This design comes from an exercise in tuning for small area and a short achievable clock period on the open sky130 flow, not from production work. Where RTL was checked, it was by simulation tests only, not by an equivalence proof against the original. Function not checked in runs 1 to 4 and 6: the RTL went through the layout flow alone.

[flow/config.mk]
export PLATFORM = sky130hd
export DESIGN_NAME = cordic
export DESIGN_NICKNAME = cordic
export VERILOG_FILES = /design/flow/design.v
export SDC_FILE = /design/flow/constraint.sdc
export NUM_CORES = 4
export LEC_CHECK = 0
export CAP_MARGIN = 20
export CORE_MARGIN = 2
export CORE_UTILIZATION = 60
export PLACE_DENSITY = 0.72
export SLEW_MARGIN = 20
[flow/constraint.sdc]
create_clock -name core_clock -period 10.0 [get_ports {s00_axis_aclk}]
set_input_delay 2.0000 -clock core_clock [delete_from_list [all_inputs] [get_ports {s00_axis_aclk}]]
set_output_delay 2.0000 -clock core_clock [all_outputs]
set_load 0.01 [all_outputs]
[flow/design.v]
`timescale 1ns / 1ps
`default_nettype none
module cordic #(
    parameter integer C_S00_AXIS_TDATA_WIDTH = 32,
    parameter integer C_M00_AXIS_TDATA_WIDTH = 32,
    parameter integer C_NUM_CORDIC_ITERATIONS = 16,
    parameter integer C_CORDIC_FRAC_WIDTH = 16,
    parameter integer C_CORDIC_GAIN = 39796
)(
    input wire s00_axis_aclk,
    input wire s00_axis_aresetn,
    input wire s00_axis_tlast,
    input wire s00_axis_tvalid,
    input wire [C_S00_AXIS_TDATA_WIDTH-1:0] s00_axis_tdata,
    input wire [(C_S00_AXIS_TDATA_WIDTH/8)-1:0] s00_axis_tstrb,
    output logic s00_axis_tready,
    input wire m00_axis_tready,
    output logic m00_axis_tvalid,
    output logic m00_axis_tlast,
    output logic [C_M00_AXIS_TDATA_WIDTH-1:0] m00_axis_tdata,  
    output logic [(C_M00_AXIS_TDATA_WIDTH/8)-1:0] m00_axis_tstrb
);
    localparam integer HALF_GAIN = C_CORDIC_GAIN / 2;
    localparam logic [256-1:0] ZT0 = {16'hbe12, 16'hfe10, 16'he3d8, 16'h23d6, 16'hd208, 16'h1206, 16'hf7ce, 16'h37cc, 16'hc834, 16'h0832, 16'hedfa, 16'h2df8, 16'hdc2a, 16'h1c28, 16'h01f0, 16'h41ee};
    localparam logic [256-1:0] ZT1 = {16'hfb3d, 16'h0053, 16'hfdc7, 16'h02dd, 16'hfc81, 16'h0197, 16'hff0b, 16'h0421, 16'hfbdf, 16'h00f5, 16'hfe69, 16'h037f, 16'hfd23, 16'h0239, 16'hffad, 16'h04c3};
    localparam logic [1024-1:0] ZT2 = {16'hffb2, 16'h0002, 16'hffda, 16'h002a, 16'hffc6, 16'h0016, 16'hffee, 16'h003e, 16'hffbc, 16'h000c, 16'hffe4, 16'h0034, 16'hffd0, 16'h0020, 16'hfff8, 16'h0048, 16'hffb6, 16'h0006, 16'hffde, 16'h002e, 16'hffca, 16'h001a, 16'hfff2, 16'h0042, 16'hffc0, 16'h0010, 16'hffe8, 16'h0038, 16'hffd4, 16'h0024, 16'hfffc, 16'h004c, 16'hffb4, 16'h0004, 16'hffdc, 16'h002c, 16'hffc8, 16'h0018, 16'hfff0, 16'h0040, 16'hffbe, 16'h000e, 16'hffe6, 16'h0036, 16'hffd2, 16'h0022, 16'hfffa, 16'h004a, 16'hffb8, 16'h0008, 16'hffe0, 16'h0030, 16'hffcc, 16'h001c, 16'hfff4, 16'h0044, 16'hffc2, 16'h0012, 16'hffea, 16'h003a, 16'hffd6, 16'h0026, 16'hfffe, 16'h004e};
    wire en = m00_axis_tready;
    logic v_r [1:17];
    logic l_r [1:17];
    logic f_r [1:16];
    wire [15:0] in_i = s00_axis_tdata[15:0];
    wire [15:0] in_q = s00_axis_tdata[31:16];
    wire [15:0] a_in = in_i[15] ? 16'(-in_i) : in_i;
    wire [15:0] b_in = in_q[15] ? 16'(-in_q) : in_q;
    wire d0_in = b_in[15];
    wire d1_in = d0_in | ($signed({1'b0, b_in}) < $signed({a_in[15], a_in}));
    logic [15:0] a_r, b_r;
    logic d0_r, d1_r, swp_r;
    always_ff @(posedge s00_axis_aclk) begin
        if (en) begin
            a_r    <= a_in;
            b_r    <= b_in;
            d0_r   <= d0_in;
            d1_r   <= d1_in;
            swp_r  <= d1_in & ~d0_in;
            f_r[1] <= in_i[15];
            v_r[1] <= s00_axis_tvalid;
            l_r[1] <= s00_axis_tlast;
        end
    end
    wire signed [19:0] a_s = {{4{a_r[15]}}, a_r};
    wire signed [19:0] b_t = {4'd0, b_r};
    wire swp = swp_r;
    wire signed [19:0] p = swp ? b_t : a_s;
    wire signed [19:0] q = swp ? a_s : b_t;
    wire [19:0] nd = {20{~d1_r}};
    wire [19:0] xa = p, xb = q << 1, xc = q;
    wire [19:0] ya = (p << 1) ^ nd, yb = p ^ nd, yc = q ^ ~nd;
    wire [19:0] xs2 = xa ^ xb ^ xc;
    wire [19:0] xc2 = {(xa[18:0] & xb[18:0]) | (xa[18:0] & xc[18:0]) | (xb[18:0] & xc[18:0]), 1'b0};
    wire [19:0] ys2 = ya ^ yb ^ yc;
    wire [19:0] yc2 = {(ya[18:0] & yb[18:0]) | (ya[18:0] & yc[18:0]) | (yb[18:0] & yc[18:0]), 1'b1};
    wire signed [19:0] x2, y2;
    addc #(20) ax2 (.a(xs2), .b(xc2), .ci(1'b0), .s(x2));
    addc #(20) ay2 (.a(ys2), .b(yc2), .ci(~d1_r), .s(y2));
    logic signed [19:0] x2_r, y2_r;
    logic [1:0] dec2_r;
    always_ff @(posedge s00_axis_aclk) begin
        if (en) begin
            x2_r   <= x2;
            y2_r   <= y2;
            dec2_r <= {d1_r, d0_r};
            f_r[2] <= f_r[1];
            v_r[2] <= v_r[1];
            l_r[2] <= l_r[1];
        end
    end
    wire s2 = y2_r[19];
    wire [19:0] u1 = {~x2_r[19], x2_r[18:0]};
    wire [18:0] t1 = y2_r[18:0] ^ {19{s2}};
    wire [19:0] u2 = {~y2_r[19], y2_r[18:0]};
    wire [19:0] t2n = x2_r ^ {20{~s2}};
    wire [19:0] t2 = {~t2n[19], t2n[18:0]};
    wire cy = x2_r[0] & (s2 == x2_r[19]);
    wire [33:0] xs_c, xc_c, ys_c, yc_c;
    csa9949 #(.WB(19)) cmx (.a(u1), .b(t1), .s(xs_c), .c(xc_c));
    csa9949 #(.WB(20)) cmy (.a(u2), .b(t2), .s(ys_c), .c(yc_c));
    logic [33:0] xs_r, xc_r, ys_r, yc_r;
    logic cy_r;
    logic [2:0] dec3_r;
    always_ff @(posedge s00_axis_aclk) begin
        if (en) begin
            xs_r   <= xs_c;
            xc_r   <= xc_c;
            ys_r   <= ys_c;
            yc_r   <= yc_c;
            cy_r   <= cy;
            dec3_r <= {s2, dec2_r};
            f_r[3] <= f_r[2];
            v_r[3] <= v_r[2];
            l_r[3] <= l_r[2];
        end
    end
    logic [32:0] xw [3:15];
    logic [32:0] yw [3:14];
    logic [17:0] y15c;         
    logic ylo_w [3:14];        
    logic [13:0] dw [4:16];    
    wire [33:0] x3, y3;
    wire [33:0] kx = dec3_r[2] ? 34'd12117355665 : 34'd12117345716;
    wire [33:0] ky = dec3_r[2] ? (cy_r ? 34'd6748112310 : 34'd6748112308)
                               : (cy_r ? 34'd6748122259 : 34'd6748122257);
    cpa3 fx (.s(xs_r), .c(xc_r), .k(kx), .p(x3));
    cpa3 fy (.s(ys_r), .c(yc_r), .k(ky), .p(y3));
    logic [32:0] x4_r, y4_r;
    logic [2:0] dec4_r;
    logic xlo3_r;
    always_ff @(posedge s00_axis_aclk) begin
        if (en) begin
            x4_r   <= x3[33:1];
            y4_r   <= y3[33:1];
            xlo3_r <= |x3[3:1];
            ylo_w[3] <= |y3[3:1];
            dec4_r <= dec3_r;
            f_r[4] <= f_r[3];
            v_r[4] <= v_r[3];
            l_r[4] <= l_r[3];
        end
    end
    assign xw[3] = x4_r;
    assign yw[3] = y4_r;
    assign dw[4] = {11'd0, dec4_r};
    genvar k;
    generate for (k = 3; k < 15; k = k + 1) begin : it
        localparam integer WI = (k < 4) ? 33 : 32;   
        localparam integer WO = (k < 3) ? 33 : 32;   
        wire [WI-1:0] x = xw[k][WI-1:0];
        wire [WI-1:0] y = yw[k][WI-1:0];
        wire s = y[WI-1];
        wire [WI-1:0] xs = (k < 4) ? WI'($signed(x) >>> k) : (x >> k);
        wire [WI-1:0] ys = WI'($signed(y) >>> k);
        wire ylo = ylo_w[k];
        wire xlo = (k == 3) ? xlo3_r : 1'b0;   
        wire xneg = (k < 4) ? x[WI-1] : 1'b0;
        wire cx = s & ~ylo;
        wire cy = s ? (xneg & xlo) : ~(xneg & xlo);
        wire [WO-1:0] xn, yn;
        wire [WO-1:0] yop = WO'(y[WI-2:k] ^ {(WI-1-k){s}});
        addc #(WO) ax (.a(x[WO-1:0]), .b(yop), .ci(cx), .s(xn));
        addc #(WO) ay (.a(y[WO-1:0]), .b(xs[WO-1:0] ^ {WO{~s}}), .ci(cy), .s(yn));
        logic [WO-1:0] x_r;
        logic [k:0] d_r;
        always_ff @(posedge s00_axis_aclk) begin
            if (en) begin
                x_r <= xn;
                d_r <= {s, dw[k+1][k-1:0]};
                f_r[k+2] <= f_r[k+1];
                v_r[k+2] <= v_r[k+1];
                l_r[k+2] <= l_r[k+1];
            end
        end
        assign xw[k+1] = 33'(x_r);
        if (k < 14) begin : yfull
            logic [WO-1:0] y_r;
            always_ff @(posedge s00_axis_aclk) begin
                if (en) begin
                    y_r <= yn;
                    ylo_w[k+1] <= |yn[k:0];
                end
            end
            assign yw[k+1] = 33'($signed(y_r));
        end else begin : ylast
            logic [17:0] y_r;
            always_ff @(posedge s00_axis_aclk) begin
                if (en) y_r <= {yn[31:15], |yn[14:0]};
            end
            assign y15c = y_r;
        end
        if (k < 13) begin : dfull
            assign dw[k+2] = 14'(d_r);
        end else begin : dtrim
            assign dw[k+2] = d_r[13:0];
        end
    end endgenerate
    wire [31:0] x15 = xw[15][31:0];
    wire s15 = y15c[17];
    wire [31:0] ys15 = {{15{y15c[17]}}, y15c[17:1]};
    wire cx15 = s15 & ~y15c[0];
    wire [31:0] x16;
    addc #(32) a16 (.a(x15), .b(ys15 ^ {32{s15}}), .ci(cx15), .s(x16));
    wire [15:0] z = ZT0[16*dw[16][3:0] +: 16] + ZT1[16*dw[16][7:4] +: 16] + ZT2[16*dw[16][13:8] +: 16];
    logic [15:0] mag_r, ang_r;
    always_ff @(posedge s00_axis_aclk) begin
        if (en) begin
            mag_r   <= x16[31:16];
            ang_r   <= {z[15] ^ f_r[16], z[14:0]};
            v_r[17] <= v_r[16];
            l_r[17] <= l_r[16];
        end
    end
    assign m00_axis_tdata  = {ang_r, mag_r};
    assign m00_axis_tvalid = v_r[17];
    assign m00_axis_tlast  = l_r[17];
    assign s00_axis_tready = m00_axis_tready;
    assign m00_axis_tstrb  = 4'hf;
endmodule
module csa9949 #(parameter integer WB = 20) (
    input  wire [19:0] a,
    input  wire [WB-1:0] b,
    output wire [33:0] s,
    output wire [33:0] c
);
    wire [19:0] ai = ~a;
    wire [WB-1:0] bi = ~b;
    wire [33:0] az = {14'd0, a};
    wire [33:0] an = {14'd0, ai};
    wire [33:0] bz = {{(34-WB){1'b0}}, b};
    wire [33:0] bn = {{(34-WB){1'b0}}, bi};
    wire [33:0] r [0:11];
    assign r[0]  = az << 15;
    assign r[1]  = az << 13;
    assign r[2]  = an << 10;
    assign r[3]  = an << 7;
    assign r[4]  = an << 4;
    assign r[5]  = az << 2;
    assign r[6]  = bz << 13;
    assign r[7]  = bz << 11;
    assign r[8]  = bn << 8;
    assign r[9]  = bn << 5;
    assign r[10] = bn << 2;
    assign r[11] = bz;
    wire [33:0] l1 [0:7];
    wire [33:0] l2 [0:5];
    wire [33:0] l3 [0:3];
    wire [33:0] l4 [0:2];
    genvar g;
    generate
        for (g = 0; g < 4; g = g + 1) begin : lv1
            csa3 m (.x(r[3*g]), .y(r[3*g+1]), .z(r[3*g+2]), .s(l1[2*g]), .c(l1[2*g+1]));
        end
        for (g = 0; g < 2; g = g + 1) begin : lv2
            csa3 m (.x(l1[3*g]), .y(l1[3*g+1]), .z(l1[3*g+2]), .s(l2[2*g]), .c(l2[2*g+1]));
        end
    endgenerate
    assign l2[4] = l1[6];
    assign l2[5] = l1[7];
    csa3 m3a (.x(l2[0]), .y(l2[1]), .z(l2[2]), .s(l3[0]), .c(l3[1]));
    csa3 m3b (.x(l2[3]), .y(l2[4]), .z(l2[5]), .s(l3[2]), .c(l3[3]));
    csa3 m4 (.x(l3[0]), .y(l3[1]), .z(l3[2]), .s(l4[0]), .c(l4[1]));
    assign l4[2] = l3[3];
    csa3 m5 (.x(l4[0]), .y(l4[1]), .z(l4[2]), .s(s), .c(c));
endmodule
module csa3 (
    input  wire [33:0] x,
    input  wire [33:0] y,
    input  wire [33:0] z,
    output wire [33:0] s,
    output wire [33:0] c
);
    assign s = x ^ y ^ z;
    assign c = ((x & y) | (x & z) | (y & z)) << 1;
endmodule
module cpa3 (
    input  wire [33:0] s,
    input  wire [33:0] c,
    input  wire [33:0] k,
    output wire [33:0] p
);
    wire [33:0] hs, hc;
    csa3 m (.x(s), .y(c), .z(k), .s(hs), .c(hc));
    addc #(34) fin (.a(hs), .b(hc), .ci(1'b0), .s(p));
endmodule
module addc #(parameter integer N = 32) (
    input  wire [N-1:0] a,
    input  wire [N-1:0] b,
    input  wire ci,
    output wire [N-1:0] s
);
    localparam integer L = $clog2(N + 1);
    wire [N:0] g [0:2*L-1];
    wire [N:0] p [0:2*L-1];
    wire [N:0] p0 = {a ^ b, 1'b0};
    assign g[0] = {a & b, ci};
    assign p[0] = p0;
    genvar l, i;
    generate
        for (l = 0; l < L; l = l + 1) begin : up
            for (i = 0; i <= N; i = i + 1) begin : b
                if (((i + 1) % (2 << l)) == 0) begin : c
                    assign g[l+1][i] = g[l][i] | (p[l][i] & g[l][i - (1 << l)]);
                    assign p[l+1][i] = p[l][i] & p[l][i - (1 << l)];
                end else begin : n
                    assign g[l+1][i] = g[l][i];
                    assign p[l+1][i] = p[l][i];
                end
            end
        end
        for (l = L - 2; l >= 0; l = l - 1) begin : dn
            for (i = 0; i <= N; i = i + 1) begin : b
                if (((i + 1) % (2 << l)) == (1 << l) && i >= (2 << l)) begin : c
                    assign g[2*L-1-l][i] = g[2*L-2-l][i] | (p[2*L-2-l][i] & g[2*L-2-l][i - (1 << l)]);
                    assign p[2*L-1-l][i] = p[2*L-2-l][i] & p[2*L-2-l][i - (1 << l)];
                end else begin : n
                    assign g[2*L-1-l][i] = g[2*L-2-l][i];
                    assign p[2*L-1-l][i] = p[2*L-2-l][i];
                end
            end
        end
    endgenerate
    wire [N:0] c = g[2*L-1];
    assign s = p0[N:1] ^ c[N-1:0];
endmodule
`default_nettype wire
[flow/flow/run.sh]
#!/bin/bash
set -euo pipefail
export SETUP_SLACK_MARGIN=5.7
bash standard.sh > standard.log 2>&1
[flow/standard.sh]
#!/bin/bash
# synth_recipe.tcl (not shown) runs the flow's synth.tcl, then flattens the netlist and writes it again
# the make line also repeats each setting of config.mk as NAME=value (left out here)
make -C /OpenROAD-flow-scripts/flow DESIGN_CONFIG=/design/flow/config.mk WORK_HOME=/design/flow/orfs CLKGATE_MAP_FILE= SYNTH_SCRIPT=/design/flow/synth_recipe.tcl "${@:-finish}"
==> results of run 1 <==
## sequential cells by signal, indices dropped and copies added, names as in the netlist, 33 cells and up
| register | count |
|---|---|
| ys_r | 34 |
| it.x_r | 384 |
| xs_r | 34 |
| x4_r | 33 |
| it.yfull.y_r | 352 |
| it.d_r | 113 |
| y4_r | 33 |
## layer usage
metal,share of wire (%),vias up
li1,-,26391
met1,39,27491
met2,51,1334
met3,4.6,518
met4,5.4,2
met5,0.0063,-
## synthesized netlist by cell type (46+ instances only)
| cell | n | area share (%) |
|---|---|---|
| sky130_fd_sc_hd__o21a_1 | 57 | 0.46 |
| sky130_fd_sc_hd__inv_1 | 1172 | 4.8 |
| sky130_fd_sc_hd__buf_1 | 46 | 0.19 |
| sky130_fd_sc_hd__a21oi_1 | 366 | 2.0 |
| sky130_fd_sc_hd__clkbuf_1 | 55 | 0.22 |
| sky130_fd_sc_hd__nand2b_1 | 82 | 0.56 |
| sky130_fd_sc_hd__nor2_1 | 203 | 0.83 |
| sky130_fd_sc_hd__xor2_1 | 501 | 4.8 |
| sky130_fd_sc_hd__nor2b_1 | 61 | 0.41 |
| sky130_fd_sc_hd__nand4_1 | 50 | 0.34 |
| sky130_fd_sc_hd__ha_1 | 1074 | 15 |
| sky130_fd_sc_hd__xnor2_1 | 663 | 6.3 |
| sky130_fd_sc_hd__a21o_1 | 205 | 1.7 |
| sky130_fd_sc_hd__edfxtp_1 | 1238 | 40 |
| sky130_fd_sc_hd__o21ai_0 | 188 | 1.0 |
| sky130_fd_sc_hd__fa_1 | 700 | 15 |
| sky130_fd_sc_hd__nand2_1 | 232 | 0.94 |
| sky130_fd_sc_hd__nand3_1 | 53 | 0.29 |
| sky130_fd_sc_hd__nor3_1 | 56 | 0.30 |
## how the worst min path moves through the flow
stage	from	slack [ps]	cells after the start	endpoint
finish	dec2_r[0]	410	0	dec3_r[0]
CTS	it[6].d_r[4]	410	0	it[7].d_r[4]
detailed placement	it[9].d_r[4]	400	0	it[10].d_r[4]
floorplan	dec2_r[0]	400	0	dec3_r[0]
global placement	l_r[8]	400	0	l_r[9]
global route	it[6].d_r[4]	410	0	it[7].d_r[4]
## worst max-delay path: stages
cell	delay, ps
sky130_fd_sc_hd__buf_8	90
sky130_fd_sc_hd__or4_4	530
sky130_fd_sc_hd__or3_4	350
sky130_fd_sc_hd__or3_4	370
sky130_fd_sc_hd__o31ai_4	280
sky130_fd_sc_hd__xnor2_2	160
sky130_fd_sc_hd__inv_2	70
sky130_fd_sc_hd__ha_4	220
sky130_fd_sc_hd__nand2_4	70
sky130_fd_sc_hd__nor2_4	40
sky130_fd_sc_hd__a221o_1	280
sky130_fd_sc_hd__nor3_1	170
sky130_fd_sc_hd__o21ai_1	90
sky130_fd_sc_hd__nor2_1	150
sky130_fd_sc_hd__or2_4	130
## cell type report
class / count / area share [%]
repair buffers: 246 / 2.37
well taps: 2030 / 2.49
clock inverters: 81 / 0.881
multi-input cells: 5039 / 49.8
clock buffers: 169 / 3.56
diodes: 2 / 0.00491
inverters: 1175 / 4.40
flip-flops and latches: 1238 / 36.4
## per-stage QoR
stage | std cells | setup slack, ps
finish | 9980 | 5640
global route | 9978 | 5540
CTS | 9908 | 5530
detailed placement | 9592 | 4300
global placement | 9592 | 4250
floorplan | 7564 | 5150
## logic make-up after synthesis
logic type	synth area share [%]
adder cells (fa/ha/maj)	29.9
buffers and inverters	5.27
flip-flops	40.3
XOR/XNOR	11.1
AO/OA/AOI/OAI	7.77
AND/OR/NAND/NOR	5.17
multiplexers	0.467
other	0.00407
## timing repair
| action | 4_1_cts | 5_1_grt |
|---|---|---|
| buffers inserted | 64 | 67 |
| pin swaps | 23 | 50 |
| resized for setup | 133 | 110 |
| gates cloned | 2 | 3 |
| setup endpoints to repair | 398 | 395 |
| hold endpoints to repair | 0 | 0 |
==> out/results.md, run 1 <==
## Timing
- **setup_tns** 0 ps
- **endpoints failing hold** 0
- **max-slew headroom at the worst pin** 24.1%
- **setup repair after global routing missed its margin** yes
- **Final Skew** 30.3 ps
- **total setup violations reported at the end of the flow** 0
- **post-layout minimum cycle time** 4360 ps
- **worst-case hold slack** 414 ps
- **pins over their slew limit** 0
- **FMAX** 229 MHz
- **crit share post-route** 43.6%
- **slew at the pin closest to its max-slew limit** 1140 ps

## Finish
- **Sequential Area** 37200 um^2
- **multi-input gate area in the final layout** 50800 um^2
- **Net count, final** 9655
- **Filler Cells Inserted** 11172
- **area of all placed cells without fillers** 102000 um^2
- **leading cell types in the layout, fill and taps excluded** sky130_fd_sc_hd__edfxtp_1 (1238), sky130_fd_sc_hd__inv_1 (1151), sky130_fd_sc_hd__ha_1 (1066)
- **Syn-to-layout area delta** 10.6%
- **layout cell share with drive strength beyond 1** 7.40%
- **final core area utilization** 67.0%
- **commonest non-fill, non-tap cell in the layout** sky130_fd_sc_hd__edfxtp_1

## CTS
- **TritonCTS buffer count** 140
- **Clk Tree Root Cell** sky130_fd_sc_hd__clkbuf_16
- **number of hold-repair buffers added at the cts stage** 0
- **H-Tree Depth** 4
- **clock tree from TritonCTS** built
- **clock input transition at the sequential cells of the worst setup and hold paths** 60 ps
- **TritonCTS sink count** 1238
- **CTS Buffer Depth** 3
- **clock insertion delay at the later pin of the skew report** 800 ps

## Synthesis
- **number of library cell types mapped by synthesis** 81
- **synthesized area per cell** 12.2 um^2
- **ys flop type** sky130_fd_sc_hd__edfxtp_1
- **share of synthesized registers carrying an async set or reset** 0%
- **YS warnings** 13
- **count of flip-flops with a built-in enable after synthesis** 1238
- **netlist area before placement** 92200 um^2
- **sequential fraction of the synthesis area** 40.3%
- **Cells after Synth** 7560
- **flip-flop and latch count after synthesis** 1238

## Drt
- **number of DRC violations after detailed routing** 0
- **DR WL/cell** 20.6 um
- **drt pass-1 iters** 7
- **routed wire length** 206000 um
- **remaining antenna violation count after routing** 0
- **via count of the routed design** 55736
- **Vias per Instance** 5.58
- **Starting DRT DRC Count** 3331

## Die
- **Initial Util** 60.6%
- **width of the chip** 396 um
- **area of the die** 157000 um^2
- **Die H** 396 um
- **Site Rows** 143
- **area inside the core boundary** 152000 um^2
- **IO Pins** 80

## Run status
- **status** complete, no violations

## Run
- **Max-Cap Viols** 0

## Setup path
- **beginning of the worst register-to-register path** swp_r
- **start-to-end type of the worst setup path** in2reg
- **arrival time of data at the critical path endpoint** 5000 ps
- **Reg-to-Reg End** x2_r[18]
- **launch point of the worst path** s00_axis_tdata[4]
- **cells on worst reg2reg path** 16
- **capture point of the worst path** d1_r
- **flop2flop setup slack** 5710 ps
- **Critical Path Start Type** input port
- **highest net fanout along the worst path** 2
- **type of destination of the critical path** flop
- **CP Data Required Time** 10640 ps

## Global routing
- **global-route layer with the greatest usage** met2
- **largest net degree at the start of global routing** 174
- **all-layer global routing usage** 26.7%
- **via count of the first global-routing pass** 59312
- **first-pass GRT wire length** 323000 um
- **met2 track demand over resource** 47.9%
- **number of antenna violations at the first check in global routing** 4
- **GRT met3 Usage** 3.47%
- **routing usage on met1** 31.6%
- **overflow left after global routing** 0

## Place
- **Final HPWL DP** 160000 um
- **routability congestion estimate** 0.959
- **number of buffers inserted by port buffering** 69
- **Post-DP Area** 95400 um^2

## Hold path
- **Hold WC Path Type** reg2reg

==> run 2, diff against run 1 <==
--- a/flow/config.mk
+++ b/flow/config.mk
@@ -10,2 +10,3 @@
 export CORE_UTILIZATION = 60
+export CTS_BUF_LIST = sky130_fd_sc_hd__clkbuf_8
 export PLACE_DENSITY = 0.72
==> out/results.md, run 2 <==
## Hold path
- **Hold WC Path Type** reg2reg

## Run
- **Max-Cap Viols** 0

## Synthesis
- **largest family of logic cells by synthesized area** adder cells
- **cell with the most instances after synthesis** sky130_fd_sc_hd__edfxtp_1
- **synthesized area per cell** 12.2 um^2
- **share of synthesized registers carrying an async set or reset** 0%
- **post-synthesis cell type with the largest combined area** sky130_fd_sc_hd__edfxtp_1
- **YS warnings** 13
- **ys flop type** sky130_fd_sc_hd__edfxtp_1
- **Cells after Synth** 7560
- **xor and xnor fraction of the mapped netlist area** 11.1%
- **area share of fa/ha/maj cells after synthesis** 29.9%
- **sequential fraction of the synthesis area** 40.3%
- **fraction of synthesized area in multiplexers** 0.467%
- **netlist area before placement** 92200 um^2
- **top post-synthesis cells by count** sky130_fd_sc_hd__edfxtp_1 (1238), sky130_fd_sc_hd__inv_1 (1172), sky130_fd_sc_hd__ha_1 (1074)
- **count of flip-flops with a built-in enable after synthesis** 1238
- **flip-flop and latch count after synthesis** 1238
- **top post-synthesis cells by area** sky130_fd_sc_hd__edfxtp_1 (40%), sky130_fd_sc_hd__fa_1 (15%), sky130_fd_sc_hd__ha_1 (15%)
- **area fraction of the dominant cell type after synthesis** 40.3%
- **compound-cell area share of the yosys netlist** 7.77%
- **simple logic cell fraction of the synthesized area** 5.17%
- **number of library cell types mapped by synthesis** 81

## Finish
- **top flop regs** it.x_r x384, it.yfull.y_r x352, it.d_r x113
- **Top reg by flops** it.x_r
- **flip-flop count of the largest register after layout** 384
- **area of all placed cells without fillers** 102000 um^2
- **layout cell share with drive strength beyond 1** 8.23%
- **leading cell types in the layout, fill and taps excluded** sky130_fd_sc_hd__edfxtp_1 (1238), sky130_fd_sc_hd__inv_1 (1210), sky130_fd_sc_hd__ha_1 (1065)
- **Syn-to-layout area delta** 10.1%
- **Net count, final** 9730
- **commonest non-fill, non-tap cell in the layout** sky130_fd_sc_hd__edfxtp_1

## Setup path
- **slowest stage cell, crit path** sky130_fd_sc_hd__fa_1
- **CP Buf/Inv Count** 3
- **flop2flop setup slack** 5630 ps
- **highest net fanout along the worst path** 5
- **biggest cell delay along the critical path** 590 ps
- **Critical Path Start Type** flop
- **kind of cell adding the most delay to the critical path** adder cells
- **arrival time of data at the critical path endpoint** 5040 ps
- **CP Data Required Time** 10670 ps
- **start-to-end type of the worst setup path** reg2reg
- **cells along the critical path** buf_6, clkbuf_16, mux2_4, xor2_2, fa_1, inv_2, ha_4, o21ai_2, nand2b_1, a21oi_2, a211oi_4, a211oi_2, nor3_2, nor2_1, a21oi_2, fa_1
- **type of destination of the critical path** flop

## Drt
- **routed wire length** 207000 um
- **Starting DRT DRC Count** 3360
- **via count of the routed design** 56090
- **number of DRC violations after detailed routing** 0
- **drt pass-1 iters** 7
- **routed wl met2** 105000 um
- **top routing layer used** met5
- **remaining antenna violation count after routing** 0
- **met3 wire length** 9880 um
- **DR WL/cell** 20.4 um
- **routed length on met1** 80000 um
- **Vias per Instance** 5.55

## Global routing
- **via count of the first global-routing pass** 59604
- **largest net degree at the start of global routing** 174
- **number of antenna violations at the first check in global routing** 7
- **first-pass GRT wire length** 323000 um
- **overflow left after global routing** 0
- **all-layer global routing usage** 26.7%

## CTS
- **H-Tree Depth** 4
- **clock insertion delay at the later pin of the skew report** 960 ps
- **CTS Buffer Depth** 3
- **clock input transition at the sequential cells of the worst setup and hold paths** 60 ps
- **TritonCTS sink count** 1238
- **Clk Tree Root Cell** sky130_fd_sc_hd__clkbuf_8
- **clock tree from TritonCTS** built
- **number of hold-repair buffers added at the cts stage** 0
- **TritonCTS buffer count** 209

## Place
- **Final HPWL DP** 160000 um
- **worst setup slack after placement** 4300 ps
- **Post-DP Area** 95400 um^2
- **routability congestion estimate** 0.959
- **number of buffers inserted by port buffering** 69

## Die
- **area of the die** 157000 um^2
- **Site Rows** 143
- **Die H** 396 um
- **IO Pins** 80
- **width of the chip** 396 um
- **area inside the core boundary** 152000 um^2
- **Initial Util** 60.6%

## Timing
- **pins over their slew limit** 0
- **endpoints failing hold** 0
- **setup_tns** 0 ps
- **worst-case hold slack** 405 ps
- **worst path setup slack after routing** 5630 ps
- **crit share post-route** 43.7%
- **slew at the pin closest to its max-slew limit** 1100 ps
- **setup repair after global routing missed its margin** yes
- **max-slew headroom at the worst pin** 26.8%
- **Final Skew** 60.0 ps
- **total setup violations reported at the end of the flow** 0
- **post-layout minimum cycle time** 4370 ps
- **FMAX** 229 MHz

## Run status
- **status** complete, no violations

## run 2: cell count changes in the layout (fill, tap and decap cells not counted), moves of 7 or more
cell                        before   now
sky130_fd_sc_hd__buf_4         144   151
sky130_fd_sc_hd__bufinv_16      15     8
sky130_fd_sc_hd__clkbuf_1       28     0
sky130_fd_sc_hd__clkbuf_16     144     4
sky130_fd_sc_hd__clkbuf_8        3   212
sky130_fd_sc_hd__clkinv_1       24    50
sky130_fd_sc_hd__clkinv_2       19    30
sky130_fd_sc_hd__inv_1        1151  1210
## run 2: final cells by class
cell class	count	area, um^2
Timing Repair Buffer	252	2470
Clock inverter	166	1080
Tap cell	2030	2540
Fill cell	11275	50700
Inverter	1175	4490
Sequential cell	1238	37200
Clock buffer	210	2890
Antenna cell	3	7.51
Multi-Input combinational cell	5039	50900
## run 2: cell families (layout without fill, tap and decap cells)
group	Yosys count	count (layout)
other	1	8
xor gates and xnor gates	1164	1164
and+or+nand+nor	933	933
DFF	1238	1238
muxes	37	37
AOI/OAI and AO/OA	1110	1110
adders and majority gates	1790	1790
buffers and inverters	1287	1803
## run 2: final timing paths
kind         startpoint  endpoint  cells after the start
max reg2reg       swp_r  y2_r[17]                     16
max               swp_r  y2_r[17]                     16
min             v_r[14]   v_r[15]                      0
min reg2reg     v_r[14]   v_r[15]                      0
## run 2: worst register-to-register path: stages, from the launching register on
cell	delay, ps
sky130_fd_sc_hd__edfxtp_1	460
sky130_fd_sc_hd__buf_6	160
sky130_fd_sc_hd__clkbuf_16	150
sky130_fd_sc_hd__mux2_4	340
sky130_fd_sc_hd__xor2_2	160
sky130_fd_sc_hd__fa_1	590
sky130_fd_sc_hd__inv_2	50
sky130_fd_sc_hd__ha_4	280
sky130_fd_sc_hd__o21ai_2	50
sky130_fd_sc_hd__nand2b_1	120
sky130_fd_sc_hd__a21oi_2	100
sky130_fd_sc_hd__a211oi_4	390
sky130_fd_sc_hd__a211oi_2	170
sky130_fd_sc_hd__nor3_2	320
sky130_fd_sc_hd__nor2_1	110
sky130_fd_sc_hd__a21oi_2	220
sky130_fd_sc_hd__fa_1	450
## run 2: routing by layer
| metal | track usage, % | vias to the layer above |
|---|---|---|
| li1 | - | 26556 |
| met1 | 31.5 | 27589 |
| met2 | 47.7 | 1391 |
| met3 | 3.77 | 552 |
| met4 | 13.4 | 2 |
| met5 | 0 | - |
## run 2: repair_timing
item,CTS,global route
buffers inserted,62,74
pin swaps,19,50
gates cloned,2,4
resized for setup,111,131
setup endpoints to repair,233,340
## run 2: metrics by stage
stage | utilization [%] | std cells
global placement | 62.6 | 9592
floorplan | - | 7564
finish | 66.7 | 10113
detailed placement | 62.6 | 9592
CTS | 65.9 | 10032
global route | 66.7 | 10112
==> run 3, diff against run 2 <==
==> flow/flow/run.sh (replaced) <==
#!/bin/bash
set -euo pipefail
export SETUP_SLACK_MARGIN=5.5
bash standard.sh > standard.log 2>&1
--- a/flow/config.mk
+++ b/flow/config.mk
@@ -10,3 +10,2 @@
 export CORE_UTILIZATION = 60
-export CTS_BUF_LIST = sky130_fd_sc_hd__clkbuf_8
 export PLACE_DENSITY = 0.72
==> out/results.md, run 3 <==
## Synthesis
- **post-synthesis cell type with the largest combined area** sky130_fd_sc_hd__edfxtp_1
- **YS warnings** 13
- **ys flop type** sky130_fd_sc_hd__edfxtp_1
- **top post-synthesis cells by area** sky130_fd_sc_hd__edfxtp_1 (40%), sky130_fd_sc_hd__fa_1 (15%), sky130_fd_sc_hd__ha_1 (15%)
- **cell with the most instances after synthesis** sky130_fd_sc_hd__edfxtp_1
- **number of library cell types mapped by synthesis** 81
- **netlist area before placement** 92200 um^2
- **flip-flop and latch count after synthesis** 1238
- **area fraction of the dominant cell type after synthesis** 40.3%
- **top post-synthesis cells by count** sky130_fd_sc_hd__edfxtp_1 (1238), sky130_fd_sc_hd__inv_1 (1172), sky130_fd_sc_hd__ha_1 (1074)
- **share of synthesized registers carrying an async set or reset** 0%
- **Cells after Synth** 7560
- **count of flip-flops with a built-in enable after synthesis** 1238
- **synthesized area per cell** 12.2 um^2
- **sequential fraction of the synthesis area** 40.3%

## Setup path
- **beginning of the worst register-to-register path** x2_r[5]
- **Critical Path Start Type** input port
- **highest net fanout along the worst path** 3
- **type of destination of the critical path** flop
- **start-to-end type of the worst setup path** in2reg
- **flop2flop setup slack** 5590 ps
- **Reg-to-Reg End** ys_r[14]
- **CP Data Required Time** 10630 ps
- **arrival time of data at the critical path endpoint** 5090 ps
- **cells on worst reg2reg path** 10

## Finish
- **layout cell share with drive strength beyond 1** 6.40%
- **post-route insts no fill** 9946
- **multi-input gate area in the final layout** 50600 um^2
- **Net count, final** 9618
- **leading cell types in the layout, fill and taps excluded** sky130_fd_sc_hd__edfxtp_1 (1238), sky130_fd_sc_hd__inv_1 (1163), sky130_fd_sc_hd__ha_1 (1072)
- **Top reg by flops** it.x_r
- **Syn-to-layout area delta** 9.92%
- **top flop regs** it.x_r x384, it.yfull.y_r x352, it.d_r x113
- **commonest non-fill, non-tap cell in the layout** sky130_fd_sc_hd__edfxtp_1
- **Filler Cells Inserted** 11280
- **Sequential Area** 37200 um^2
- **antenna diode instance count** 0
- **flip-flop count of the largest register after layout** 384

## Timing
- **pins over their slew limit** 0
- **FMAX** 224 MHz
- **slew at the pin closest to its max-slew limit** 967 ps
- **max-slew headroom at the worst pin** 35.5%
- **worst-case hold slack** 414 ps
- **setup_tns** 0 ps
- **total setup violations reported at the end of the flow** 0
- **setup repair after global routing missed its margin** yes
- **post-layout minimum cycle time** 4460 ps
- **crit share post-route** 44.6%
- **worst path setup slack after routing** 5540 ps
- **Final Skew** 25.1 ps
- **endpoints failing hold** 0

## Global routing
- **via count of the first global-routing pass** 58908
- **number of antenna violations at the first check in global routing** 3
- **all-layer global routing usage** 26.9%
- **overflow left after global routing** 0
- **first-pass GRT wire length** 324000 um
- **largest net degree at the start of global routing** 77

## CTS
- **TritonCTS buffer count** 144
- **Clk Tree Root Cell** sky130_fd_sc_hd__clkbuf_16
- **clock input transition at the sequential cells of the worst setup and hold paths** 60 ps
- **TritonCTS sink count** 1238
- **clock tree from TritonCTS** built
- **clock insertion delay at the later pin of the skew report** 770 ps
- **H-Tree Depth** 4
- **CTS Buffer Depth** 3

## Run
- **Max-Cap Viols** 0

## Place
- **routability congestion estimate** 0.946
- **Final HPWL DP** 163000 um
- **number of buffers inserted by port buffering** 69
- **Cells after DPL** 9606
- **worst setup slack after placement** 4150 ps

## Die
- **Site Rows** 143
- **area of the die** 157000 um^2
- **width of the chip** 396 um
- **Initial Util** 60.6%
- **area inside the core boundary** 152000 um^2
- **IO Pins** 80
- **Die H** 396 um

## Drt
- **number of DRC violations after detailed routing** 0
- **via count of the routed design** 55617
- **routed wire length** 206000 um
- **Starting DRT DRC Count** 3123
- **Vias per Instance** 5.59
- **DR WL/cell** 20.7 um
- **remaining antenna violation count after routing** 0
- **drt pass-1 iters** 6

## Hold path
- **depth of the worst hold-timing path** 0
- **startpoint of the most critical hold path** it[12].d_r[7]
- **Hold WC Path Type** reg2reg
- **hold worst-path end** it[13].d_r[7]

## Run status
- **status** complete, no violations

run 3: worst max-delay path, cell delays in order:
cell and delay [ps]:
sky130_fd_sc_hd__buf_6 90, sky130_fd_sc_hd__or4_4 520, sky130_fd_sc_hd__or3_4 380, sky130_fd_sc_hd__or3_4 380, sky130_fd_sc_hd__o31ai_4 220, sky130_fd_sc_hd__xnor2_2 150
sky130_fd_sc_hd__inv_1 60, sky130_fd_sc_hd__ha_1 280, sky130_fd_sc_hd__nand2_2 90, sky130_fd_sc_hd__nor2_4 50, sky130_fd_sc_hd__a221o_1 300, sky130_fd_sc_hd__nor3_2 160
sky130_fd_sc_hd__o21ai_2 100, sky130_fd_sc_hd__nor2_2 170, sky130_fd_sc_hd__or2_4 130
run 3: area by class of cell:
type	count	share of cell area, %
Timing Repair Buffer	205	1.94
Tap cell	2030	2.51
Sequential cell	1238	36.7
Clock buffer	176	3.76
Multi-Input combinational cell	5039	50.0
Inverter	1175	4.39
Clock inverter	83	0.775
run 3: worst max-delay path by stage:
stage,startpoint,end,slack (ps),depth (start not counted)
after floorplan,s00_axis_tdata[4],d1_r,5150,14
after global placement,s00_axis_tdata[4],d1_r,4120,15
after detailed placement,s00_axis_tdata[4],d1_r,4150,15
after CTS,s00_axis_tdata[7],d1_r,5480,15
after global routing,swp_r,x2_r[18],5460,16
final,s00_axis_tdata[7],d1_r,5540,15
run 3: cells by family after synthesis:
| family | share of synthesized area (%) |
|---|---|
| other cells | 0.00407 |
| fa+ha+maj | 29.9 |
| buf+inv | 5.27 |
| compound gates | 7.77 |
| mux | 0.467 |
| flops | 40.3 |
| simple gates | 5.17 |
| xor+xnor | 11.1 |
run 3: layer usage:
| layer | track usage [%] | vias to the layer above | wire length [um] |
|---|---|---|---|
| li1 | - | 26326 | - |
| met1 | 31.8 | 27541 | 80300 |
| met2 | 48.6 | 1264 | 107000 |
| met3 | 3.46 | 484 | 8680 |
| met4 | 12.4 | 2 | 10500 |
| met5 | 0 | - | 17 |
run 3: metrics by stage:
stage | utilization, % | instance area (um^2)
global placement | 62.7 | 95400
finish | 66.6 | 101000
CTS | 66.2 | 101000
global route | 66.6 | 101000
floorplan | - | 92200
detailed placement | 62.7 | 95400
run 3: repair_timing:
action,4_1_cts,5_1_grt
cloned,3,1
hold buffers,0,0
setup buffers,39,38
setup endpoints to repair,425,266
gates resized for setup,93,71
pin swaps,22,26
==> run 4, diff against run 3 <==
==> flow/flow/run.sh (replaced) <==
#!/bin/bash
set -euo pipefail
export SETUP_SLACK_MARGIN=5.8
bash standard.sh > standard.log 2>&1
==> out/results.md, run 4 <==
## Synthesis
- **YS warnings** 13
- **netlist area before placement** 92200 um^2
- **ys flop type** sky130_fd_sc_hd__edfxtp_1
- **Cells after Synth** 7560
- **number of library cell types mapped by synthesis** 81
- **synthesized area per cell** 12.2 um^2
- **post-synthesis cell type with the largest combined area** sky130_fd_sc_hd__edfxtp_1
- **top post-synthesis cells by count** sky130_fd_sc_hd__edfxtp_1 (1238), sky130_fd_sc_hd__inv_1 (1172), sky130_fd_sc_hd__ha_1 (1074)
- **share of synthesized registers carrying an async set or reset** 0%
- **top post-synthesis cells by area** sky130_fd_sc_hd__edfxtp_1 (40%), sky130_fd_sc_hd__fa_1 (15%), sky130_fd_sc_hd__ha_1 (15%)
- **flip-flop and latch count after synthesis** 1238
- **sequential fraction of the synthesis area** 40.3%
- **area fraction of the dominant cell type after synthesis** 40.3%
- **cell with the most instances after synthesis** sky130_fd_sc_hd__edfxtp_1
- **count of flip-flops with a built-in enable after synthesis** 1238

## Setup path
- **flop2flop setup slack** 5680 ps
- **arrival time of data at the critical path endpoint** 4890 ps
- **type of destination of the critical path** flop
- **biggest cell delay along the critical path** 530 ps
- **CP Buf/Inv Count** 3
- **cells on worst reg2reg path** 18
- **kind of cell adding the most delay to the critical path** simple AND/OR/NAND/NOR gates
- **start-to-end type of the worst setup path** in2reg
- **Critical Path Start Type** input port
- **launch point of the worst path** s00_axis_tdata[7]
- **beginning of the worst register-to-register path** swp_r
- **highest net fanout along the worst path** 2
- **Worst path depth** 16
- **Reg-to-Reg End** x2_r[18]
- **cells along the critical path** buf_6, or4_4, or3_4, or3_4, buf_6, nand2_2, xnor2_2, inv_2, ha_4, nand4_1, nor2_4, a221o_1, nor3_2, o21ai_1, nor2_1, or2_4
- **CP Data Required Time** 10520 ps
- **capture point of the worst path** d1_r
- **slowest stage cell, crit path** sky130_fd_sc_hd__or4_4

## Die
- **Die H** 396 um
- **width of the chip** 396 um
- **Initial Util** 60.6%
- **area inside the core boundary** 152000 um^2
- **Site Rows** 143
- **IO Pins** 80
- **area of the die** 157000 um^2

## Run
- **Max-Cap Viols** 0

## CTS
- **number of hold-repair buffers added at the cts stage** 0
- **clock insertion delay at the later pin of the skew report** 800 ps
- **TritonCTS buffer count** 141
- **clock input transition at the sequential cells of the worst setup and hold paths** 60 ps
- **Clk Tree Root Cell** sky130_fd_sc_hd__clkbuf_16
- **TritonCTS sink count** 1238
- **clock tree from TritonCTS** built
- **H-Tree Depth** 4
- **CTS Buffer Depth** 3

## Drt
- **remaining antenna violation count after routing** 0
- **number of DRC violations after detailed routing** 0
- **routed wire length** 214000 um
- **DR WL/cell** 21.3 um
- **Vias per Instance** 5.60
- **drt pass-1 iters** 5
- **Starting DRT DRC Count** 3523
- **via count of the routed design** 56210

## Finish
- **antenna diode instance count** 0
- **commonest non-fill, non-tap cell in the layout** sky130_fd_sc_hd__edfxtp_1
- **Top reg by flops** it.x_r
- **layout cell share with drive strength beyond 1** 8.75%
- **Sequential Area** 37200 um^2
- **Syn-to-layout area delta** 11.8%
- **multi-input gate area in the final layout** 51300 um^2
- **leading cell types in the layout, fill and taps excluded** sky130_fd_sc_hd__edfxtp_1 (1238), sky130_fd_sc_hd__inv_1 (1146), sky130_fd_sc_hd__ha_1 (1061)
- **flip-flop count of the largest register after layout** 384
- **Filler Cells Inserted** 11179
- **post-route insts no fill** 10040
- **Net count, final** 9721
- **top flop regs** it.x_r x384, it.yfull.y_r x352, it.d_r x113

## Place
- **Final HPWL DP** 165000 um
- **worst setup slack after placement** 4270 ps
- **number of buffers inserted by port buffering** 69
- **Cells after DPL** 9601
- **routability congestion estimate** 0.944

## Timing
- **worst-case hold slack** 413 ps
- **Final Skew** 34.8 ps
- **slew at the pin closest to its max-slew limit** 1140 ps
- **FMAX** 229 MHz
- **total setup violations reported at the end of the flow** 0
- **crit share post-route** 43.7%
- **setup_tns** 0 ps
- **pins over their slew limit** 0
- **max-slew headroom at the worst pin** 24.3%
- **setup repair after global routing missed its margin** yes
- **worst path setup slack after routing** 5630 ps
- **endpoints failing hold** 0
- **post-layout minimum cycle time** 4370 ps

## Global routing
- **number of antenna violations at the first check in global routing** 2
- **overflow left after global routing** 0
- **first-pass GRT wire length** 332000 um
- **all-layer global routing usage** 27.6%
- **via count of the first global-routing pass** 59557
- **largest net degree at the start of global routing** 165

## Hold path
- **Hold WC Path Type** reg2reg

## Run status
- **status** complete, no violations

run 4: cell counts after synthesis:
Identical to the previous run, type by type.
run 4: area by class of cell:
| class | instances | area share, % |
|---|---|---|
| multi-input combinational | 5039 | 49.8 |
| sequential | 1238 | 36.1 |
| inverter | 1175 | 4.37 |
| clock buffer | 174 | 3.56 |
| timing repair buffer | 311 | 2.98 |
| tap | 2030 | 2.46 |
| clock inverter | 73 | 0.789 |
run 4: per-stage QoR:
step | utilization, % | cell area, um^2
global placement | 62.7 | 95400
finish | 67.7 | 103000
detailed placement | 62.7 | 95400
floorplan | - | 92300
global route | 67.7 | 103000
CTS | 66.6 | 101000
run 4: worst min path at each step:
stage,depth (start not counted),endpoint,startpoint
2_1_floorplan,0,dec3_r[0],dec2_r[0]
3_3_place_gp,0,v_r[15],v_r[14]
3_5_place_dp,0,it[10].d_r[7],it[9].d_r[7]
4_1_cts,0,it[5].d_r[2],it[4].d_r[2]
5_1_grt,0,v_r[14],v_r[13]
6_report,0,it[7].d_r[0],it[6].d_r[0]
run 4: repair_timing:
| action | CTS | global route |
|---|---|---|
| gates resized for setup | 171 | 182 |
| endpoints found under the setup margin | 429 | 269 |
| setup buffers | 101 | 83 |
| pin swaps | 31 | 72 |
| cloned | 4 | 4 |
run 4: cell families (layout without fill, tap and decap cells):
| family | after synthesis | after routing | share of synthesized area (%) |
|---|---|---|---|
| mux | 37 | 37 | 0.467 |
| fa+ha+maj | 1790 | 1790 | 29.9 |
| buf+inv | 1287 | 1733 | 5.27 |
| other cells | 1 | 5 | 0.00407 |
| simple gates | 933 | 933 | 5.17 |
| compound gates | 1110 | 1110 | 7.77 |
| flops | 1238 | 1238 | 40.3 |
| xor+xnor | 1164 | 1164 | 11.1 |
run 4: layer usage:
layer / vias up / track usage, % / part of all wire (%)
met2: 1376 / 50.3 / 52
li1: 26502 / - / -
met3: 473 / 3.36 / 4.3
met5: - / 0 / 0
met1: 27859 / 32.3 / 38
met4: 0 / 12.8 / 5.4
==> run 5, diff against run 4 <==
--- a/flow/design.v
+++ b/flow/design.v
@@ -58,9 +58,4 @@
     wire [19:0] ya = (p << 1) ^ nd, yb = p ^ nd, yc = q ^ ~nd;
-    wire [19:0] xs2 = xa ^ xb ^ xc;
-    wire [19:0] xc2 = {(xa[18:0] & xb[18:0]) | (xa[18:0] & xc[18:0]) | (xb[18:0] & xc[18:0]), 1'b0};
-    wire [19:0] ys2 = ya ^ yb ^ yc;
-    wire [19:0] yc2 = {(ya[18:0] & yb[18:0]) | (ya[18:0] & yc[18:0]) | (yb[18:0] & yc[18:0]), 1'b1};
-    wire signed [19:0] x2, y2;
-    addc #(20) ax2 (.a(xs2), .b(xc2), .ci(1'b0), .s(x2));
-    addc #(20) ay2 (.a(ys2), .b(yc2), .ci(~d1_r), .s(y2));
+    wire signed [19:0] x2 = xa + xb + xc;
+    wire signed [19:0] y2 = ya + yb + yc + {18'd0, ~d1_r, d1_r};
     logic signed [19:0] x2_r, y2_r;
==> flow/flow/run.sh (replaced) <==
#!/bin/bash
set -euo pipefail
export SETUP_SLACK_MARGIN=5.7
bash standard.sh > standard.log 2>&1
==> out/results.md, run 5 <==
## Run status
- **status** complete, no violations

## Timing
- **Final Skew** 28.9 ps
- **setup repair after global routing missed its margin** yes
- **max-slew headroom at the worst pin** 29.1%
- **slew at the pin closest to its max-slew limit** 1060 ps
- **FMAX** 231 MHz
- **endpoints failing hold** 0
- **crit share post-route** 43.3%
- **worst-case hold slack** 407 ps
- **pins over their slew limit** 0
- **post-layout minimum cycle time** 4330 ps
- **total setup violations reported at the end of the flow** 0
- **setup_tns** 0 ps

## Setup path
- **start-to-end type of the worst setup path** reg2reg
- **cells along the critical path** buf_6, buf_12, buf_6, mux2i_4, xor2_2, buf_4, fa_1, ha_4, ha_4, a21o_1, a21oi_4, o21ai_2, a31oi_1, buf_4, o21ai_4, nand4_1, a31oi_2, a21o_1, a21oi_2, xor2_1
- **arrival time of data at the critical path endpoint** 4850 ps
- **highest net fanout along the worst path** 6
- **biggest cell delay along the critical path** 590 ps
- **cells on worst reg2reg path** 20
- **flop2flop setup slack** 5670 ps
- **Critical Path Start Type** flop
- **CP Data Required Time** 10520 ps
- **Reg-to-Reg End** y2_r[19]
- **beginning of the worst register-to-register path** swp_r
- **type of destination of the critical path** flop
- **slowest stage cell, crit path** sky130_fd_sc_hd__fa_1

## Global routing
- **all-layer global routing usage** 26.9%
- **overflow left after global routing** 0
- **largest net degree at the start of global routing** 172
- **met2 track demand over resource** 49.3%
- **via count of the first global-routing pass** 59467
- **global-route layer with the greatest usage** met2
- **first-pass GRT wire length** 326000 um
- **routing usage on met1** 31.6%
- **GRT met3 Usage** 3.37%
- **number of antenna violations at the first check in global routing** 2

## CTS
- **TritonCTS sink count** 1238
- **clock tree from TritonCTS** built
- **number of hold-repair buffers added at the cts stage** 0
- **H-Tree Depth** 4
- **clock insertion delay at the later pin of the skew report** 780 ps
- **Clk Tree Root Cell** sky130_fd_sc_hd__clkbuf_16
- **CTS Buffer Depth** 3
- **TritonCTS buffer count** 141
- **clock input transition at the sequential cells of the worst setup and hold paths** 60 ps

## Finish
- **Top reg by flops** it.x_r
- **leading cell types in the layout, fill and taps excluded** sky130_fd_sc_hd__edfxtp_1 (1238), sky130_fd_sc_hd__inv_1 (1124), sky130_fd_sc_hd__ha_1 (1073)
- **top flop regs** it.x_r x384, it.yfull.y_r x352, it.d_r x113
- **flip-flop count of the largest register after layout** 384
- **Net count, final** 9640
- **layout cell share with drive strength beyond 1** 7.78%
- **commonest non-fill, non-tap cell in the layout** sky130_fd_sc_hd__edfxtp_1
- **antenna diode instance count** 0
- **Syn-to-layout area delta** 11.0%

## Hold path
- **hold worst-path end** it[6].d_r[5]
- **depth of the worst hold-timing path** 0
- **Hold WC Path Type** reg2reg
- **startpoint of the most critical hold path** it[5].d_r[5]

## Synthesis
- **cell with the most instances after synthesis** sky130_fd_sc_hd__edfxtp_1
- **number of library cell types mapped by synthesis** 88
- **flip-flop and latch count after synthesis** 1238
- **count of flip-flops with a built-in enable after synthesis** 1238
- **area fraction of the dominant cell type after synthesis** 40.3%
- **netlist area before placement** 92300 um^2
- **ys flop type** sky130_fd_sc_hd__edfxtp_1
- **share of synthesized registers carrying an async set or reset** 0%
- **Cells after Synth** 7536
- **post-synthesis cell type with the largest combined area** sky130_fd_sc_hd__edfxtp_1
- **sequential fraction of the synthesis area** 40.3%
- **synthesized area per cell** 12.2 um^2
- **top post-synthesis cells by area** sky130_fd_sc_hd__edfxtp_1 (40%), sky130_fd_sc_hd__fa_1 (15%), sky130_fd_sc_hd__ha_1 (15%)
- **YS warnings** 12
- **top post-synthesis cells by count** sky130_fd_sc_hd__edfxtp_1 (1238), sky130_fd_sc_hd__inv_1 (1143), sky130_fd_sc_hd__ha_1 (1090)

## Die
- **IO Pins** 80
- **Initial Util** 60.6%
- **Die H** 396 um
- **area inside the core boundary** 152000 um^2
- **area of the die** 157000 um^2
- **width of the chip** 396 um
- **Site Rows** 143

## Place
- **routability congestion estimate** 0.945
- **Final HPWL DP** 160000 um
- **number of buffers inserted by port buffering** 69

## Drt
- **routed wire length** 208000 um
- **DR WL/cell** 20.9 um
- **drt pass-1 iters** 6
- **remaining antenna violation count after routing** 0
- **Starting DRT DRC Count** 3417
- **number of DRC violations after detailed routing** 0
- **via count of the routed design** 56130
- **Vias per Instance** 5.64

## Run
- **Max-Cap Viols** 0

==> run 5: cell count changes in the layout (fill, tap and decap cells not counted), moves of 21 or more <==
cell                      delta
sky130_fd_sc_hd__a21o_1     +85
sky130_fd_sc_hd__buf_4      -51
sky130_fd_sc_hd__nand2_1    -50
sky130_fd_sc_hd__a21oi_1    -32
sky130_fd_sc_hd__nor2_1     -30
sky130_fd_sc_hd__inv_1      -22
sky130_fd_sc_hd__o21ai_0    -21
==> run 5: per-stage QoR <==
step	cells	utilization (%)	instance area, um^2	setup WS, ps
floorplan	7540	-	92300	5570
global placement	9567	62.7	95500	4700
detailed placement	9567	62.7	95500	4650
CTS	9886	66.5	101000	5620
global route	9956	67.3	102000	5530
finish	9956	67.3	102000	5670
==> run 5: final cells by class <==
class,count,area [um^2]
tap,2030,2540
inverter,1147,4380
sequential,1238,37200
clock buffer,164,3640
multi-input combinational,5035,51300
timing repair buffer,256,2610
fill,11209,49900
clock inverter,86,761
==> run 5: kinds of logic (layout without fill, tap and decap cells) <==
kind of cell               Yosys count  after routing  share of synthesized area (%)
other                                1              5                        0.00406
DFF                               1238           1238                           40.3
muxes                               37             37                          0.437
adders and majority gates         1795           1795                           29.9
xor gates and xnor gates          1163           1163                           11.0
buffers and inverters             1267           1653                           5.19
AOI/OAI and AO/OA                 1135           1135                           8.04
and+or+nand+nor                    900            900                           5.07
==> run 5: worst max-delay path by stage <==
stage / from / endpoint / slack (ps) / depth (start not counted)
final: swp_r / y2_r[19] / 5670 / 20
after global routing: swp_r / y2_r[19] / 5530 / 20
after CTS: dec3_r[2] / x4_r[29] / 5620 / 16
after detailed placement: s00_axis_tdata[4] / d1_r / 4650 / 13
after global placement: s00_axis_tdata[4] / swp_r / 4700 / 13
after floorplan: s00_axis_tdata[4] / d1_r / 5570 / 12
==> run 5: timing repair <==
| item | CTS | global route |
|---|---|---|
| endpoints found under the setup margin | 440 | 235 |
| cloned | 5 | 3 |
| endpoints found under the hold margin | 0 | 0 |
| pin swaps | 27 | 53 |
| gates resized for setup | 144 | 132 |
| buffers inserted | 64 | 67 |
==> run 5: worst max-delay path: cells and delay by family (launching register included) <==
kind	cells	cell delay, ps
DFF	1	400
buffers and inverters	5	720
xor gates and xnor gates	2	290
adders and majority gates	3	1110
and+or+nand+nor	1	220
muxes	1	180
AOI/OAI and AO/OA	8	1160
==> run 5: metal layers <==
metal | vias up | wire, um
li1 | 26350 | -
met1 | 28017 | 80600
met2 | 1275 | 109000
met3 | 488 | 8300
met4 | 0 | 10200
met5 | - | 0
==> run 6, diff against run 5 <==
--- a/flow/design.v
+++ b/flow/design.v
@@ -34,13 +34,25 @@
     wire [15:0] b_in = in_q[15] ? 16'(-in_q) : in_q;
-    wire d0_in = b_in[15];
-    wire d1_in = d0_in | ($signed({1'b0, b_in}) < $signed({a_in[15], a_in}));
-    logic [15:0] a_r, b_r;
-    logic d0_r, d1_r, swp_r;
+    wire i_min = in_i[15] & ~|in_i[14:0];
+    wire d0_in = in_q[15] & ~|in_q[14:0];
+    wire signed [16:0] i_s = {in_i[15], in_i};
+    wire signed [16:0] q_s = {in_q[15], in_q};
+    wire signed [16:0] sum_iq = i_s + q_s;
+    wire [16:0] zb = (i_s ^ q_s) ^ {i_s[15:0] | q_s[15:0], 1'b0};
+    wire lt_pp = q_s < i_s;                       
+    wire lt_pn = ~sum_iq[16] & (|zb);             
+    wire lt_np = sum_iq[16];                      
+    wire lt_nn = i_s < q_s;                       
+    wire lt = in_i[15] ? (in_q[15] ? lt_nn : lt_np) : (in_q[15] ? lt_pn : lt_pp);
+    wire d1_in = d0_in | (lt & ~i_min);
+    wire swp_in = ~d0_in & lt & ~i_min;
+    wire signed [17:0] a_x = {{2{a_in[15]}}, a_in};
+    wire signed [17:0] b_x = {2'd0, b_in};
+    logic signed [17:0] p_r, q_r;
+    logic d0_r, d1_r;
     always_ff @(posedge s00_axis_aclk) begin
         if (en) begin
-            a_r    <= a_in;
-            b_r    <= b_in;
+            p_r    <= swp_in ? b_x : a_x;
+            q_r    <= swp_in ? a_x : b_x;
             d0_r   <= d0_in;
             d1_r   <= d1_in;
-            swp_r  <= d1_in & ~d0_in;
             f_r[1] <= in_i[15];
@@ -50,7 +62,4 @@
     end
-    wire signed [19:0] a_s = {{4{a_r[15]}}, a_r};
-    wire signed [19:0] b_t = {4'd0, b_r};
-    wire swp = swp_r;
-    wire signed [19:0] p = swp ? b_t : a_s;
-    wire signed [19:0] q = swp ? a_s : b_t;
+    wire signed [19:0] p = 20'(p_r);
+    wire signed [19:0] q = 20'(q_r);
     wire [19:0] nd = {20{~d1_r}};
==> out/results.md, run 6 <==
## Run status
- **status** complete, no violations

## CTS
- **clock insertion delay at the later pin of the skew report** 780 ps
- **Clk Tree Root Cell** sky130_fd_sc_hd__clkbuf_16
- **CTS Buffer Depth** 3
- **clock tree from TritonCTS** built
- **H-Tree Depth** 4
- **TritonCTS buffer count** 145
- **TritonCTS sink count** 1239
- **clock input transition at the sequential cells of the worst setup and hold paths** 60 ps

## Synthesis
- **Cells after Synth** 7699
- **top post-synthesis cells by area** sky130_fd_sc_hd__edfxtp_1 (40%), sky130_fd_sc_hd__ha_1 (15%), sky130_fd_sc_hd__fa_1 (14%)
- **number of library cell types mapped by synthesis** 82
- **flip-flop and latch count after synthesis** 1239
- **ys flop type** sky130_fd_sc_hd__edfxtp_1
- **area fraction of the dominant cell type after synthesis** 39.8%
- **netlist area before placement** 93400 um^2
- **count of flip-flops with a built-in enable after synthesis** 1239
- **synthesized area per cell** 12.1 um^2
- **share of synthesized registers carrying an async set or reset** 0%
- **top post-synthesis cells by count** sky130_fd_sc_hd__edfxtp_1 (1239), sky130_fd_sc_hd__inv_1 (1161), sky130_fd_sc_hd__ha_1 (1136)
- **YS warnings** 12
- **cell with the most instances after synthesis** sky130_fd_sc_hd__edfxtp_1
- **sequential fraction of the synthesis area** 39.8%
- **post-synthesis cell type with the largest combined area** sky130_fd_sc_hd__edfxtp_1

## Timing
- **post-layout minimum cycle time** 4300 ps
- **pins over their slew limit** 0
- **endpoints failing hold** 0
- **FMAX** 233 MHz
- **max-slew headroom at the worst pin** 30.9%
- **setup_tns** 0 ps
- **total setup violations reported at the end of the flow** 0
- **crit share post-route** 43.0%
- **Final Skew** 36.4 ps
- **setup repair after global routing missed its margin** yes
- **slew at the pin closest to its max-slew limit** 1040 ps

## Setup path
- **CP Data Required Time** 8000 ps
- **cells along the critical path** buf_16, buf_6
- **type of destination of the critical path** primary output
- **biggest cell delay along the critical path** 140 ps
- **Critical Path Start Type** input port
- **CP Buf/Inv Count** 2
- **cells on worst reg2reg path** 16
- **start-to-end type of the worst setup path** in2out
- **arrival time of data at the critical path endpoint** 2300 ps
- **kind of cell adding the most delay to the critical path** buffers and inverters
- **slowest stage cell, crit path** sky130_fd_sc_hd__buf_16
- **highest net fanout along the worst path** 4
- **Worst path depth** 2

## Global routing
- **first-pass GRT wire length** 329000 um
- **via count of the first global-routing pass** 59564
- **all-layer global routing usage** 26.7%
- **largest net degree at the start of global routing** 174
- **overflow left after global routing** 0
- **number of antenna violations at the first check in global routing** 4

## Finish
- **top flop regs** it.x_r x384, it.yfull.y_r x352, it.d_r x113
- **leading cell types in the layout, fill and taps excluded** sky130_fd_sc_hd__edfxtp_1 (1239), sky130_fd_sc_hd__inv_1 (1129), sky130_fd_sc_hd__ha_1 (1115)
- **flip-flop count of the largest register after layout** 384
- **Net count, final** 9856
- **commonest non-fill, non-tap cell in the layout** sky130_fd_sc_hd__edfxtp_1
- **layout cell share with drive strength beyond 1** 7.77%
- **Filler Cells Inserted** 11404
- **area of all placed cells without fillers** 104000 um^2
- **Syn-to-layout area delta** 11.3%
- **Top reg by flops** it.x_r

## Die
- **Site Rows** 144
- **area inside the core boundary** 154000 um^2
- **Die H** 399 um
- **width of the chip** 399 um
- **IO Pins** 80
- **area of the die** 159000 um^2
- **Initial Util** 60.5%

## Drt
- **Vias per Instance** 5.65
- **number of DRC violations after detailed routing** 0
- **Starting DRT DRC Count** 3808
- **DR WL/cell** 20.7 um
- **drt pass-1 iters** 5
- **routed wire length** 210000 um
- **remaining antenna violation count after routing** 0
- **via count of the routed design** 57438

## Place
- **number of buffers inserted by port buffering** 69
- **Final HPWL DP** 159000 um
- **Post-DP Area** 96700 um^2
- **routability congestion estimate** 0.915

## Hold path
- **Hold WC Path Type** reg2reg
- **depth of the worst hold-timing path** 0

## Run
- **Max-Cap Viols** 0

run 6: cells by family after synthesis:
| logic type | synth area share [%] |
|---|---|
| compound gates | 8.20 |
| mux | 0.445 |
| xor+xnor | 11.0 |
| buf+inv | 5.22 |
| other cells | 0.00401 |
| flops | 39.8 |
| simple gates | 5.33 |
| fa+ha+maj | 29.9 |
run 6: metal layers:
layer  global-route usage [%]  up-vias  share of wire, %
li1                         -    27081                 -
met1                     35.8    28548                43
met2                     45.0     1429                49
met3                     3.62      376               4.9
met4                     8.47        4               3.2
met5                        0        -             0.013
run 6: final cells by class:
type	instances	area, um^2	share of cell area, %
sequential	1239	37200	35.8
timing repair buffer	276	2800	2.69
tap	2044	2560	2.46
clock inverter	89	798	0.768
multi-input combinational	5178	52400	50.4
inverter	1163	4450	4.28
antenna	1	2.50	0.00241
clock buffer	171	3770	3.63
run 6: stage by stage:
stage / instances / hold slack (ps) / setup slack, ps / util (%)
2_1_floorplan: 7703 / 400 / 5700 / -
3_3_place_gp: 9738 / 401 / 3790 / 62.6
3_5_place_dp: 9738 / 405 / 3770 / 62.6
4_1_cts: 10081 / 392 / 5600 / 66.4
5_1_grt: 10160 / 403 / 5560 / 67.3
6_report: 10161 / 389 / 5700 / 67.3
run 6: final timing paths:
kind,from,to,slack [ps]
worst max register to register,dec3_r[2],y4_r[30],5710
worst max-delay path,m00_axis_tready,s00_axis_tready,5700
worst min register to register,it[5].d_r[0],it[6].d_r[0],390
worst min-delay path,it[5].d_r[0],it[6].d_r[0],390
run 6: what timing repair did:
| item | 4_1_cts | 5_1_grt |
|---|---|---|
| buffers inserted | 78 | 73 |
| hold buffers | 0 | 0 |
| cloned | 5 | 6 |
| resized for setup | 132 | 170 |
| setup endpoints to repair | 389 | 268 |
| pin swaps | 13 | 43 |

[separate check: timing with driven ports]
The flow's constraints put no driver on any port. The routed layouts listed below were extracted and timed again, unchanged, in two steps.
Step 1 assumes that a clkbuf_16 drives the clock port and a buf_2 every other input.
Step 2 also shifts input and output timing later by t, the mid clock arrival at the registers, as if the neighbouring blocks saw the same clock.
Three values: no drivers, after step 1, after step 2; two values: the first two.
| run | t, ns | setup slack, ns | worst setup path at the end | latest minus earliest clock arrival (ns) | slew at the worst register clock pin (ns) |
|---|---|---|---|---|---|
| run 1 | 0.859 | 5.640 / 5.341 / 4.748 | input to register | 0.039 / 0.039 | 0.06 / 0.06 |
| run 2 | 1.009 | 5.626 / 5.405 / 4.626 | input to register | 0.060 / 0.060 | 0.08 / 0.08 |
| run 3 | 0.834 | 5.542 / 5.271 / 4.653 | input to register | 0.033 / 0.034 | 0.06 / 0.06 |
| run 4 | 0.861 | 5.627 / 5.382 / 4.820 | input to register | 0.045 / 0.046 | 0.07 / 0.07 |
| run 5 | 0.854 | 5.670 / 5.544 / 4.892 | input to register | 0.031 / 0.032 | 0.07 / 0.07 |
| run 6 | 0.843 | 5.703 / 5.426 / 4.869 | input to register | 0.037 / 0.038 | 0.07 / 0.07 |
After both steps every run listed still meets setup and hold. The setup slack of run 2, which loses most, moves by -0.221 ns with the drivers and by -1.000 ns with both steps.
